Source: an optimization exercise on an open RTL-to-GDS flow (aim: a short achievable clock period and few clock cycles). Production flows keep margins and buffers that such runs may drop.
The RTL was checked by simulation tests, not by an equivalence proof against the original design.
Power is estimated from default activity; no workload was simulated.

## design/flow/design.v

```verilog
module regfile(
		input [4:0] wr_num, input [31:0] wr_data, input wr_en,
		input [4:0] rd0_num, output [31:0] rd0_data,
		input [4:0] rd1_num, output [31:0] rd1_data,
		input clk, reset);
	parameter [31:0] sp_init = 0;
	parameter [31:0] ra_init = 0;
    wire [32*32-1:0] data;
    assign data[31:0] = 32'h00000000;
    genvar i;
    generate
        for (i = 1; i < 32; i = i + 1) begin : g_reg
            reg [31:0] q;
            if (i == 29 || i == 31) begin : g_rst
                always @(posedge clk or posedge reset)
                if(reset)
                    q <= (i == 29) ? sp_init : ra_init;
                else if(wr_en && wr_num == i)
                    q <= wr_data;
            end
            else begin : g_norst
                always @(posedge clk)
                if(wr_en && wr_num == i)
                    q <= wr_data;
            end
            assign data[i*32 +: 32] = q;
        end
    endgenerate
   	assign rd0_data = data[rd0_num*32 +: 32];
   	assign rd1_data = data[rd1_num*32 +: 32];
endmodule
module mul_s1(input [31:0] a, input [31:0] b, output [191:0] rows);
    wire [32:0] bx = {b, 1'b0};
    wire [31:0] a2 = a << 1;
    wire [15:0] neg, one, two;
    genvar j;
    generate for (j = 0; j < 16; j = j + 1) begin : g_booth
        assign neg[j] = bx[2*j+2];
        assign one[j] = bx[2*j+1] ^ bx[2*j];
        assign two[j] = (bx[2*j+2] & ~bx[2*j+1] & ~bx[2*j]) | (~bx[2*j+2] & bx[2*j+1] & bx[2*j]);
    end endgenerate
    wire [31:0] x0 = ({32{one[0]}} & a) | ({32{two[0]}} & a2);
    wire [31:0] p0 = (x0 ^ {32{neg[0]}}) << 0;
    wire [31:0] x1 = ({32{one[1]}} & a) | ({32{two[1]}} & a2);
    wire [31:0] p1 = (x1 ^ {32{neg[1]}}) << 2;
    wire [31:0] x2 = ({32{one[2]}} & a) | ({32{two[2]}} & a2);
    wire [31:0] p2 = (x2 ^ {32{neg[2]}}) << 4;
    wire [31:0] x3 = ({32{one[3]}} & a) | ({32{two[3]}} & a2);
    wire [31:0] p3 = (x3 ^ {32{neg[3]}}) << 6;
    wire [31:0] x4 = ({32{one[4]}} & a) | ({32{two[4]}} & a2);
    wire [31:0] p4 = (x4 ^ {32{neg[4]}}) << 8;
    wire [31:0] x5 = ({32{one[5]}} & a) | ({32{two[5]}} & a2);
    wire [31:0] p5 = (x5 ^ {32{neg[5]}}) << 10;
    wire [31:0] x6 = ({32{one[6]}} & a) | ({32{two[6]}} & a2);
    wire [31:0] p6 = (x6 ^ {32{neg[6]}}) << 12;
    wire [31:0] x7 = ({32{one[7]}} & a) | ({32{two[7]}} & a2);
    wire [31:0] p7 = (x7 ^ {32{neg[7]}}) << 14;
    wire [31:0] x8 = ({32{one[8]}} & a) | ({32{two[8]}} & a2);
    wire [31:0] p8 = (x8 ^ {32{neg[8]}}) << 16;
    wire [31:0] x9 = ({32{one[9]}} & a) | ({32{two[9]}} & a2);
    wire [31:0] p9 = (x9 ^ {32{neg[9]}}) << 18;
    wire [31:0] x10 = ({32{one[10]}} & a) | ({32{two[10]}} & a2);
    wire [31:0] p10 = (x10 ^ {32{neg[10]}}) << 20;
    wire [31:0] x11 = ({32{one[11]}} & a) | ({32{two[11]}} & a2);
    wire [31:0] p11 = (x11 ^ {32{neg[11]}}) << 22;
    wire [31:0] x12 = ({32{one[12]}} & a) | ({32{two[12]}} & a2);
    wire [31:0] p12 = (x12 ^ {32{neg[12]}}) << 24;
    wire [31:0] x13 = ({32{one[13]}} & a) | ({32{two[13]}} & a2);
    wire [31:0] p13 = (x13 ^ {32{neg[13]}}) << 26;
    wire [31:0] x14 = ({32{one[14]}} & a) | ({32{two[14]}} & a2);
    wire [31:0] p14 = (x14 ^ {32{neg[14]}}) << 28;
    wire [31:0] x15 = ({32{one[15]}} & a) | ({32{two[15]}} & a2);
    wire [31:0] p15 = (x15 ^ {32{neg[15]}}) << 30;
    wire [31:0] pc = {1'b0, neg[15], 1'b0, neg[14], 1'b0, neg[13], 1'b0, neg[12], 1'b0, neg[11], 1'b0, neg[10], 1'b0, neg[9], 1'b0, neg[8], 1'b0, neg[7], 1'b0, neg[6], 1'b0, neg[5], 1'b0, neg[4], 1'b0, neg[3], 1'b0, neg[2], 1'b0, neg[1], 1'b0, neg[0]};
    wire [31:0] s0_0 = p0 ^ p1 ^ p2;
    wire [31:0] s0_1 = ((p0 & p1) | (p0 & p2) | (p1 & p2)) << 1;
    wire [31:0] s0_2 = p3 ^ p4 ^ p5;
    wire [31:0] s0_3 = ((p3 & p4) | (p3 & p5) | (p4 & p5)) << 1;
    wire [31:0] s0_4 = p6 ^ p7 ^ p8;
    wire [31:0] s0_5 = ((p6 & p7) | (p6 & p8) | (p7 & p8)) << 1;
    wire [31:0] s0_6 = p9 ^ p10 ^ p11;
    wire [31:0] s0_7 = ((p9 & p10) | (p9 & p11) | (p10 & p11)) << 1;
    wire [31:0] s0_8 = p12 ^ p13 ^ p14;
    wire [31:0] s0_9 = ((p12 & p13) | (p12 & p14) | (p13 & p14)) << 1;
    wire [31:0] s1_0 = s0_0 ^ s0_1 ^ s0_2;
    wire [31:0] s1_1 = ((s0_0 & s0_1) | (s0_0 & s0_2) | (s0_1 & s0_2)) << 1;
    wire [31:0] s1_2 = s0_3 ^ s0_4 ^ s0_5;
    wire [31:0] s1_3 = ((s0_3 & s0_4) | (s0_3 & s0_5) | (s0_4 & s0_5)) << 1;
    wire [31:0] s1_4 = s0_6 ^ s0_7 ^ s0_8;
    wire [31:0] s1_5 = ((s0_6 & s0_7) | (s0_6 & s0_8) | (s0_7 & s0_8)) << 1;
    wire [31:0] s1_6 = s0_9 ^ p15 ^ pc;
    wire [31:0] s1_7 = ((s0_9 & p15) | (s0_9 & pc) | (p15 & pc)) << 1;
    wire [31:0] s2_0 = s1_0 ^ s1_1 ^ s1_2;
    wire [31:0] s2_1 = ((s1_0 & s1_1) | (s1_0 & s1_2) | (s1_1 & s1_2)) << 1;
    wire [31:0] s2_2 = s1_3 ^ s1_4 ^ s1_5;
    wire [31:0] s2_3 = ((s1_3 & s1_4) | (s1_3 & s1_5) | (s1_4 & s1_5)) << 1;
    assign rows = {s1_7, s1_6, s2_3, s2_2, s2_1, s2_0};
endmodule
module mul_s2(input [191:0] rows, output [31:0] y);
    wire [31:0] r0 = rows[31:0];
    wire [31:0] r1 = rows[63:32];
    wire [31:0] r2 = rows[95:64];
    wire [31:0] r3 = rows[127:96];
    wire [31:0] r4 = rows[159:128];
    wire [31:0] r5 = rows[191:160];
    wire [31:0] t0_0 = r0 ^ r1 ^ r2;
    wire [31:0] t0_1 = ((r0 & r1) | (r0 & r2) | (r1 & r2)) << 1;
    wire [31:0] t0_2 = r3 ^ r4 ^ r5;
    wire [31:0] t0_3 = ((r3 & r4) | (r3 & r5) | (r4 & r5)) << 1;
    wire [31:0] t1_0 = t0_0 ^ t0_1 ^ t0_2;
    wire [31:0] t1_1 = ((t0_0 & t0_1) | (t0_0 & t0_2) | (t0_1 & t0_2)) << 1;
    wire [31:0] t2_0 = t1_0 ^ t1_1 ^ t0_3;
    wire [31:0] t2_1 = ((t1_0 & t1_1) | (t1_0 & t0_3) | (t1_1 & t0_3)) << 1;
    assign y = t2_0 + t2_1;
endmodule
module mips(
	input clk, reset,
    output [31:0] instr_addr,
    input [31:0] instr_in,
    output [31:0] data_addr,
    input [31:0] data_in,
    output logic [31:0] data_out,
    output logic [1:0] data_access_size,
    output data_rd_wr);
	parameter [31:0] pc_init = 0;
	parameter [31:0] sp_init = 0;
	parameter [31:0] ra_init = 0;
	localparam BI = 3;                
	localparam BN = 1 << BI;
	localparam BT = 6;                
	localparam BW = 14;               
	logic [31:0] pc, pc_next;
	assign instr_addr = pc;
	wire [31:0] pc_plus4 = pc + 32'd4;
	logic [BN-1:0] btb_v;
	logic [BT-1:0] btb_tag [0:BN-1];
	logic [BW-1:0] btb_tgt [0:BN-1];
	wire [BI-1:0] f_idx = pc[BI+1:2];
	wire f_hit = btb_v[f_idx] && (btb_tag[f_idx] == pc[BT+BI+1:BI+2]);
	wire [31:0] f_pred = f_hit ? {pc[31:BW+2], btb_tgt[f_idx], pc[1:0]} : pc_plus4;
	logic iv, iw_ptk;                           
	logic [31:0] iw_pc, iw_pc4, iw_pnpc;
	logic hold_v, hold_ptk, skid_v, skid_ptk;
	logic [31:0] hold_ir, hold_pc, hold_pc4, hold_pnp, hold_tgt;
	logic hold_rd;
	wire [31:0] hold_pnpc = hold_rd ? hold_tgt : hold_pnp;
	logic [31:0] skid_ir, skid_pc, skid_pc4, skid_pnpc;
	wire use_in = !(hold_v || skid_v);
	wire [31:0] q_ir = hold_v ? hold_ir : skid_ir;
	wire [31:0] ir = use_in ? instr_in : q_ir;
	wire [31:0] id_pc = hold_v ? hold_pc : skid_v ? skid_pc : iw_pc;
	wire [31:0] id_pc4 = hold_v ? hold_pc4 : skid_v ? skid_pc4 : iw_pc4;
	wire [31:0] id_pnpc = hold_v ? hold_pnpc : skid_v ? skid_pnpc : iw_pnpc;
	wire id_ptk = hold_v ? hold_ptk : skid_v ? skid_ptk : iw_ptk;
	wire id_v = hold_v || skid_v || iv;
	wire pc_stay = hold_v && (skid_v || iv);
	wire [5:0] op = ir[31:26];
	wire [5:0] fn = ir[5:0];
	wire [4:0] rs = ir[25:21];
	wire [4:0] rt = ir[20:16];
	wire [4:0] rd = ir[15:11];
	wire [15:0] imm = ir[15:0];
	wire is_r    = !op[5] && !op[3] && !op[2] && !op[1];        
	wire is_sll  = is_r && !fn[5] && !fn[3];                    
	wire is_addu = is_r && fn[5] && !fn[1];                     
	wire is_subu = is_r && fn[5] && fn[1];                      
	wire is_jr   = is_r && fn[3];                               
	wire is_mul  = op[4];                                       
	wire is_imm  = !op[5] && !op[4] && op[3];                   
	wire is_addiu = is_imm && !op[1];                           
	wire is_lui  = is_imm && op[2];                             
	wire is_slti = is_imm && op[1] && !op[2];                   
	wire is_ld   = op[5] && !op[3];                             
	wire is_st   = op[5] && op[3];                              
	wire is_lw   = is_ld && op[1];                              
	wire is_lbu  = is_ld && !op[1];                             
	wire is_sw   = is_st && op[1];                              
	wire is_sb   = is_st && !op[1];                             
	wire is_jmp  = !op[5] && !op[3] && op[1];                   
	wire is_jal  = is_jmp && op[0];                             
	wire is_br   = !op[5] && !op[3] && op[2];                   
	wire is_bne  = is_br && op[0];                              
	wire [4:0] id_dst = (is_sll || is_addu || is_subu || is_mul) ? rd :
	                    (is_addiu || is_lui || is_slti || is_ld) ? rt :
	                    is_jal ? 5'd31 : 5'd0;
	wire id_wen = (id_dst != 5'd0);
	wire use_rs = is_addu || is_subu || is_mul || is_addiu || is_slti || is_ld || is_st || is_br || is_jr;
	wire use_rt = is_sll || is_addu || is_subu || is_mul || is_st || is_br;
	logic e_v;
	logic [31:0] e_a, e_b, e_imm, e_k, e_pc, e_pc4, e_jt, e_pn_t, e_pn_p;
	logic [31:0] e_tokv;
	logic e_rd, e_tok_rv;
	wire [31:0] e_pnpc = e_rd ? e_pn_t : e_pn_p;
	wire e_tok = e_rd ? e_tok_rv : &e_tokv;
	logic [4:0] e_sh, e_dst;
	logic e_faM, e_faW, e_faX, e_fbM, e_fbW, e_fbX;
	logic e_sel_add, e_sel_sub, e_sel_shl, e_sel_slt;
	logic e_use_imm, e_wen, e_ld, e_lbu, e_st, e_sb, e_mul, e_br, e_bne, e_jmp, e_jr;
	logic m_v;
	logic [31:0] m_res, m_addr, m_dout;
	logic [1:0] m_size;
	logic m_rd;
	logic [4:0] m_dst;
	logic m_wen, m_ld, m_lbu, m_mul;
	logic [191:0] m_rows;
	logic m_bu, m_btk;
	logic [BI-1:0] m_bidx;
	logic [BT-1:0] m_btag;
	logic [BW-1:0] m_btgt;
	assign data_addr = m_addr;
	assign data_out = m_dout;
	assign data_access_size = m_size;
	assign data_rd_wr = m_rd;
	logic w_v;
	logic [31:0] w_res;
	logic [4:0] w_dst;
	logic w_wen, w_ld, w_lbu;
	wire [31:0] w_val = w_ld ? (w_lbu ? {24'b0, data_in[7:0]} : data_in) : w_res;
	wire w_we = w_v && w_wen;
	wire [31:0] rf_rs, rf_rt;
	regfile #(.sp_init(sp_init), .ra_init(ra_init)) regs(
		.wr_num(w_dst), .wr_data(w_val), .wr_en(w_we),
		.rd0_num(rs), .rd0_data(rf_rs),
		.rd1_num(rt), .rd1_data(rf_rt),
		.clk(clk), .reset(reset));
	logic [31:0] x_val;
	wire e_wr = e_v && e_wen;
	wire m_wr = m_v && m_wen;
	wire rs_e = e_wr && (e_dst == rs);
	wire rt_e = e_wr && (e_dst == rt);
	wire rs_m = m_wr && (m_dst == rs);
	wire rt_m = m_wr && (m_dst == rt);
	wire haz_rs = use_rs && ((rs_e && (e_ld || e_mul)) || (!rs_e && rs_m && m_ld));
	wire haz_rt = use_rt && ((rt_e && (e_ld || e_mul)) || (!rt_e && rt_m && m_ld));
	wire stall = id_v && (haz_rs || haz_rt);
	wire [31:0] id_sext = {{16{imm[15]}}, imm};
	wire [31:0] id_jtgt = {id_pc4[31:28], ir[25:0], 2'b00};
	wire [31:0] ta = id_pc4;
	wire [31:0] tb = {id_sext[29:0], 2'b00};
	wire [31:0] tk = id_pnpc;
	wire [31:0] tneed = ta ^ tb ^ tk;
	wire [31:0] tgen = {(ta[30:0] & tb[30:0]) | ((ta[30:0] | tb[30:0]) & ~tk[30:0]), 1'b0};
	wire [31:0] tgt_okv = ~(tneed ^ tgen);
	wire br_back = is_br && (imm[15:6] == 10'h3ff);
	wire [6:0] bb_lo = {1'b0, id_pc4[7:2]} + {1'b0, imm[5:0]};
	wire [31:0] id_bbtgt = {id_pc4[31:8], bb_lo[5:0], id_pc4[1:0]};
	wire redir_id = id_v && !id_ptk && (is_jmp || br_back);
	wire [31:0] id_tgt = is_br ? id_bbtgt : id_jtgt;
	wire [31:0] a = e_faM ? m_res : e_faW ? w_res : e_faX ? x_val : e_a;
	wire [31:0] b = e_fbM ? m_res : e_fbW ? w_res : e_fbX ? x_val : e_b;
	wire [31:0] add = a + (e_use_imm ? e_imm : b);
	wire [31:0] sub = a - b;
	wire [31:0] shl = b << e_sh;
	wire slt = (a < e_imm);
	wire [31:0] res = e_sel_add ? add : e_sel_sub ? sub : e_sel_shl ? shl :
	                  e_sel_slt ? {31'b0, slt} : e_k;
	wire [31:0] e_tgt = e_br ? (e_pc4 + {e_imm[29:0], 2'b00}) : e_jt;
	wire taken = e_jmp || (e_br && ((a == b) ^ e_bne));
	wire eq_pc4 = (e_pnpc == e_pc4);
	wire redir_e = e_v && (e_jr ? (a != e_pnpc) : taken ? !e_tok : !eq_pc4);
	wire [31:0] e_npc = e_jr ? a : (taken ? e_tgt : e_pc4);
	wire [191:0] mul_rows;
	mul_s1 mul1(.a(a), .b(b), .rows(mul_rows));
	wire [31:0] mul_y;
	mul_s2 mul2(.rows(m_rows), .y(mul_y));
	wire [BI-1:0] e_idx = e_pc[BI+1:2];
	always @(*) begin
		if (redir_id && !redir_e) pc_next = id_tgt;
		else if (redir_e) pc_next = e_npc;
		else if (pc_stay) pc_next = pc;
		else pc_next = f_pred;
	end
	always @(posedge clk or posedge reset) begin
		if (reset) begin
			pc <= pc_init;
			iv <= 1'b0;
			hold_v <= 1'b0;
			skid_v <= 1'b0;
			e_v <= 1'b0;
			m_v <= 1'b0;
			w_v <= 1'b0;
			m_bu <= 1'b0;
			btb_v <= '0;
		end else begin
			pc <= pc_next;
			iv <= !(redir_e || redir_id);
			hold_v <= stall && !redir_e;
			skid_v <= !(redir_e || redir_id) && hold_v && (skid_v || iv);
			e_v <= id_v && !stall && !redir_e;
			m_v <= e_v;
			w_v <= m_v;
			m_bu <= e_v && (e_br || e_jmp);
			if (m_bu) begin
				if (m_btk) btb_v[m_bidx] <= 1'b1;
				else if (btb_tag[m_bidx] == m_btag) btb_v[m_bidx] <= 1'b0;
			end
		end
	end
	always @(posedge clk) begin
		if (m_bu && m_btk) begin
			btb_tag[m_bidx] <= m_btag;
			btb_tgt[m_bidx] <= m_btgt;
		end
		m_btk <= taken;
		m_bidx <= e_idx;
		m_btag <= e_pc[BT+BI+1:BI+2];
		m_btgt <= e_tgt[BW+1:2];
		m_rd <= !(e_v && e_st);
		iw_pc <= pc;
		iw_pc4 <= pc_plus4;
		iw_ptk <= f_hit;
		iw_pnpc <= f_pred;
		hold_ir <= ir;
		hold_pc <= id_pc;
		hold_pc4 <= id_pc4;
		hold_ptk <= id_ptk || redir_id;
		hold_rd <= redir_id;
		hold_tgt <= id_tgt;
		hold_pnp <= id_pnpc;
		if (hold_v && !skid_v) begin
			skid_ir <= instr_in;
			skid_pc <= iw_pc;
			skid_pc4 <= iw_pc4;
			skid_ptk <= iw_ptk;
			skid_pnpc <= iw_pnpc;
		end
		e_a <= rf_rs;
		e_b <= rf_rt;
		x_val <= w_val;
		e_imm <= id_sext;
		e_k <= is_lui ? {imm, 16'b0} : (id_pc4 + 32'd4);
		e_pc <= id_pc;
		e_pc4 <= id_pc4;
		e_jt <= id_jtgt;
		e_rd <= redir_id;
		e_tok_rv <= !is_br || bb_lo[6];
		e_tokv <= is_br ? tgt_okv : ~(id_pnpc ^ id_jtgt);
		e_pn_t <= id_tgt;
		e_pn_p <= id_pnpc;
		e_sh <= ir[10:6];
		e_dst <= id_dst;
		e_wen <= id_wen;
		e_faM <= rs_e;
		e_faW <= !rs_e && rs_m;
		e_fbM <= rt_e;
		e_fbW <= !rt_e && rt_m;
		e_faX <= !rs_e && !rs_m && w_we && (w_dst == rs);
		e_fbX <= !rt_e && !rt_m && w_we && (w_dst == rt);
		e_sel_add <= is_addu || is_addiu || is_ld || is_st;
		e_sel_sub <= is_subu;
		e_sel_shl <= is_sll;
		e_sel_slt <= is_slti;
		e_use_imm <= !(is_addu || is_subu);
		e_ld <= is_ld;
		e_lbu <= is_lbu;
		e_st <= is_st;
		e_sb <= is_sb;
		e_mul <= is_mul;
		e_br <= is_br;
		e_bne <= is_bne;
		e_jmp <= is_jmp;
		e_jr <= is_jr;
		m_res <= res;
		m_addr <= add;
		m_dout <= b;
		m_size <= (e_lbu || e_sb) ? 2'd0 : 2'd1;
		m_dst <= e_dst;
		m_wen <= e_wen;
		m_ld <= e_ld;
		m_lbu <= e_lbu;
		m_mul <= e_mul;
		m_rows <= mul_rows;
		w_res <= m_mul ? mul_y : m_res;
		w_dst <= m_dst;
		w_wen <= m_wen;
		w_ld <= m_ld;
		w_lbu <= m_lbu;
	end
endmodule
```

## design/flow/standard.sh

```bash
#!/bin/bash
# synth_recipe.tcl (not shown) runs the flow's synth.tcl, then flattens the netlist and writes it again
# the make line also repeats each setting of config.mk as NAME=value (left out here)
make -C /OpenROAD-flow-scripts/flow DESIGN_CONFIG=/design/flow/config.mk WORK_HOME=/design/flow/orfs CLKGATE_MAP_FILE= SYNTH_SCRIPT=/design/flow/synth_recipe.tcl "${@:-finish}"
```

## design/flow/config.mk

```make
export PLATFORM = sky130hd
export DESIGN_NAME = mips
export DESIGN_NICKNAME = mips
export VERILOG_FILES = /design/flow/design.v
export SDC_FILE = /design/flow/constraint.sdc
export NUM_CORES = 4
export LEC_CHECK = 0
export CAP_MARGIN = 20
export CORE_MARGIN = 2
export CORE_UTILIZATION = 40
export PLACE_DENSITY = 0.6
export SLEW_MARGIN = 20
```

## design/flow/flow/run.sh

```bash
#!/bin/bash
set -euo pipefail
bash standard.sh SETUP_SLACK_MARGIN=10.5 "BUFFER_PORTS_ARGS=-buffer_cell sky130_fd_sc_hd__buf_8" CTS_CLUSTER_SIZE=20 CTS_CLUSTER_DIAMETER=100 finish > standard_flow.log 2>&1
```

## design/flow/constraint.sdc

```tcl
create_clock -name core_clock -period 15.0 [get_ports {clk}]
set_input_delay 3.0000 -clock core_clock [delete_from_list [all_inputs] [get_ports {clk}]]
set_output_delay 3.0000 -clock core_clock [all_outputs]
set_load 0.01 [all_outputs]
```

==> run notes <==
[cell type report]
type | count | share of cell area [%]
repair buffers | 875 | 9.15
multi-input cells | 6197 | 41.7
flip-flops and latches | 1965 | 41.0
inverters | 467 | 1.61
repair inverters | 13 | 0.152
clock buffers | 198 | 2.59
clock inverters | 20 | 0.288
diodes | 19 | 0.0375
well taps | 3533 | 3.48
[cell usage in the layout (no fill, tap or decap), drive strengths merged, types with 23 or more instances in the layout]
cell,n
nor4,30
a21o,73
clkinv,29
fa,232
a21oi,1057
a222oi,27
clkbuf,231
nand2b,27
a31oi,28
o21ai,505
xor2,128
a22oi,25
nand2,968
a21boi,23
nor2b,107
inv,439
xnor2,337
edfxtp,1201
mux4,525
mux2,95
dfrtp,111
nor2,484
a211oi,90
clkinvlp,30
dfxtp,653
ha,242
bufbuf,41
o22ai,177
mux2i,291
a221oi,36
o221ai,45
nand3,165
nor3,79
o211ai,92
o21a,58
buf,801
nand4,39
and3,31
[worst max-delay path, stage by stage]
cell and delay [ps]:
buf_8 100, mux2i_4 160, buf_12 140, o21a_4 130, buf_12 170, clkinv_16 120
buf_16 180, buf_6 120, mux4_2 410, nor2_1 110, a21oi_1 50, o211ai_1 440
o21ai_4 210
[routing by layer]
metal | track usage [%] | up-vias | share of wire [%]
met5 | 0 | - | 0.068
li1 | - | 34900 | -
met2 | 48.5 | 6476 | 44
met4 | 19.5 | 22 | 8.1
met1 | 40.6 | 42900 | 36
met3 | 7.94 | 1596 | 12
[synthesized netlist by cell type, types with 45 or more instances]
cell type  number
o211ai_1       91
o22ai_1       177
edfxtp_1     1201
xnor2_1       337
dfxtp_1       653
mux4_2        525
o21ai_0       483
buf_1         111
a211oi_1       89
inv_1         439
ha_1          242
nor2_1        482
buf_2          83
dfrtp_1       111
xor2_1        128
mux2_2         86
fa_1          232
a21o_1         73
nand3_1       165
nor3_1         78
a21oi_1      1053
o21a_1         54
mux2i_1       289
nor2b_1       107
clkbuf_1      505
o221ai_1       45
nand2_1       965
[flip-flops by register name (all words and copies together), names as in the netlist, 14 cells and up, named ones only]
signal,count
e_a,32
x_val,32
skid_pc4,30
regs.g.q,992
iw_pc4,30
m_btgt,14
e_pn_t,31
pc,32
e_tokv,32
e_pn_p,32
e_pc4,28
m_addr,32
iw_pnpc,32
e_k,32
m_rows,98
w_res,32
e_b,32
hold_ir,17
skid_pnpc,30
btb_tag,48
m_dout,32
skid_ir,32
m_res,32
btb_tgt,112
[per-stage QoR]
stage	power (uW)	std cells	setup WS [ps]	util, %	area, sq um
2_1_floorplan	16800	9347	10180	-	108000
3_3_place_gp	22500	12600	7510	42.8	113000
3_5_place_dp	22600	12600	7530	42.8	113000
4_1_cts	27400	13100	10370	46.7	124000
5_1_grt	29600	13300	10200	47.9	127000
6_report	28400	13300	10250	47.9	127000
[repair_timing]
item,4_1_cts,5_1_grt
resized for setup,654,321
pin swaps,80,119
cloned,74,45
buffers inserted,242,119
setup endpoints to repair,359,190
[kinds of logic after synthesis]
logic type	Yosys count	share of synthesized area, %
simple gates	1993	8.10
buf+inv	1192	4.39
compound gates	2346	12.9
xor+xnor	465	3.82
mux	911	14.8
fa+ha+maj	474	7.20
other cells	1	0.00352
flops	1965	48.7
[worst paths after layout]
kind	endpoint	cells after the start	from	slack, ps
max in group asynchronous	regs.g_reg[31].q[15]	4	reset	11560
worst min-delay path	w_lbu	0	m_lbu	340
worst max register to register	m_res[12]	18	e_fbX	10360
min in group asynchronous	hold_v	2	reset	2140
worst max-delay path	e_a[24]	13	instr_in[21]	10250
worst min register to register	w_lbu	0	m_lbu	340
[power groups by stage]
stage	registers, uW	logic (uW)	clock network [uW]
6_report	8050	16800	3520
5_1_grt	8110	17800	3720
4_1_cts	8010	15800	3540
3_5_place_dp	8140	14500	0
3_3_place_gp	8130	14400	0
2_1_floorplan	7680	9140	0
==> flow_metrics.py <==
metrics = {
    "status": {
        "outcome": "no timing/DRC/antenna violations",
    },
    "finish": {
        "n_fill_cell": 23300,
        "seq_area_sq_um": 52000,
        "final_layout_size_suffix_gt1_share_pct": 22.8,
        "multi_input_area_sq_um": 53000,
        "area_delta_synth_final_pct": 19.1,
        "finalNetCount": 10200,
    },
    "worst_setup_path": {
        "start_kind": "input port",
        "endpoint_kind": "flip-flop",
        "cp_max_fo": 5,
        "arrival_ps": 5410,
        "cp.required_ps": 15660,
        "critical_path_class": "in2reg",
    },
    "synth": {
        "synth.yosys.seq_area_share_pct": 48.7,
        "ys_types": 90,
        "yosysWarnings": 2,
        "avgSynthCellArea_sq_um": 11.4,
        "synth_flop_cell": "edfxtp_1",
        "synth-edff-count": 1201,
        "synth_top_cell_area_share_pct": 33.8,
        "synthCells": 9347,
        "syn_nets": 9887,
        "synthArstFlopShare_pct": 5.65,
        "synth_area_leader_cell": "edfxtp_1",
        "ys_seq_elements": 1965,
        "synth.area.top_cells": "edfxtp_1 34%, dfxtp_1 12%, mux4_2 11%",
        "synth_area_sq_um": 107000,
    },
    "floorplanning": {
        "rows": 189,
        "io_pins": 165,
        "dieArea_sq_um": 271000,
        "die_y_um": 520,
        "initial_core_util_pct": 40.2,
        "core_sq_um": 265000,
        "chipWidth_um": 520,
    },
    "global_route": {
        "track_usage_pct": 31.8,
        "grt_pass1_vias": 80900,
        "grt_max_degree": 131,
        "antenna_found_initial": 34,
        "grt_pass1_wl_mm": 615,
        "grt.overflow.total": 0,
    },
    "power": {
        "powerDensity_nw_per_um2": 224,
        "p_clk_share_pct": 12.4,
        "power_switching_share_pct": 46.1,
        "p_seq_share_pct": 28.3,
        "intPower_uw": 15300,
        "p_leak_uw": 0.0463,
        "combinationalPowerShare_pct": 59.3,
        "power.switching_uw": 13100,
        "peakVddDrop_uv": 401,
    },
    "clock_tree": {
        "clk_pin_slew_ps": 90,
        "cts_tree": "yes",
        "htreeDepth": 3,
        "numCtsBuffers": 115,
        "clk_path_buf_depth": 3,
        "cts.sinks": 1965,
        "cts.root.buffer_cell": "clkbuf_16",
        "worst_skew_pair.late_latency_ps": 850,
        "ctsHoldBuffers": 0,
    },
    "timing": {
        "fin_hold_ws_ps": 337,
        "worst_pin_slew_ps": 1220,
        "finalSetupViolCount": 0,
        "fmax_mhz": 211,
        "period_share_pct": 31.6,
        "hold_viol_final": 0,
        "slew_headroom_pct": 16.2,
        "fin_crit_ps": 4750,
        "skew_ps": 105,
        "rsz0062_at_grt": "yes",
        "slew_viol_final": 0,
        "setup-tns-final_ps": 0,
    },
    "drt": {
        "vias": 85900,
        "route.detailed.drc": 0,
        "drtAntennaViolNets": 0,
        "viasPerCell": 6.47,
        "drt_pass1_iterations": 17,
        "drt_iter0_markers": 13700,
        "wl_per_cell_um": 34.3,
        "drt_wl_total_mm": 456,
    },
    "placed_design": {
        "dp_hpwl_mm": 272,
        "io_buffers": 163,
        "gp_congestion": 1.00,
    },
    "hold_path": {
        "hold_path_class": "reg2reg",
    },
    "run": {
        "drv_cap": 0,
    },
}
Testbench counts, summed over its fixed seeds: cycles 171,234.

-- re-timing with driven ports --
The results above use ideal ports. As a check the final layout listed here was re-extracted and re-timed, cells and wires unchanged.
Step 1: set_driving_cell puts a clkbuf_16 on clk and a buf_2 on each other input, an assumption about the parent block.
Step 2 times the ports against the registers' clock, not the clock port: input delays grow and output delays shrink by t, the midpoint of the rising clock arrivals with the driver on.
Three values: ideal ports, drivers, drivers and shift; two values: the first two.
t, ns: 0.891
slack for setup (ns): 10.254 / 10.308 / 9.417
worst setup path at the end: input to register
slew at the worst register clock pin (ns): 0.10 / 0.10
After both steps setup and hold are still met in this run. For this run, drivers alone change the setup slack by +0.054 ns; drivers and shift together by -0.837 ns.
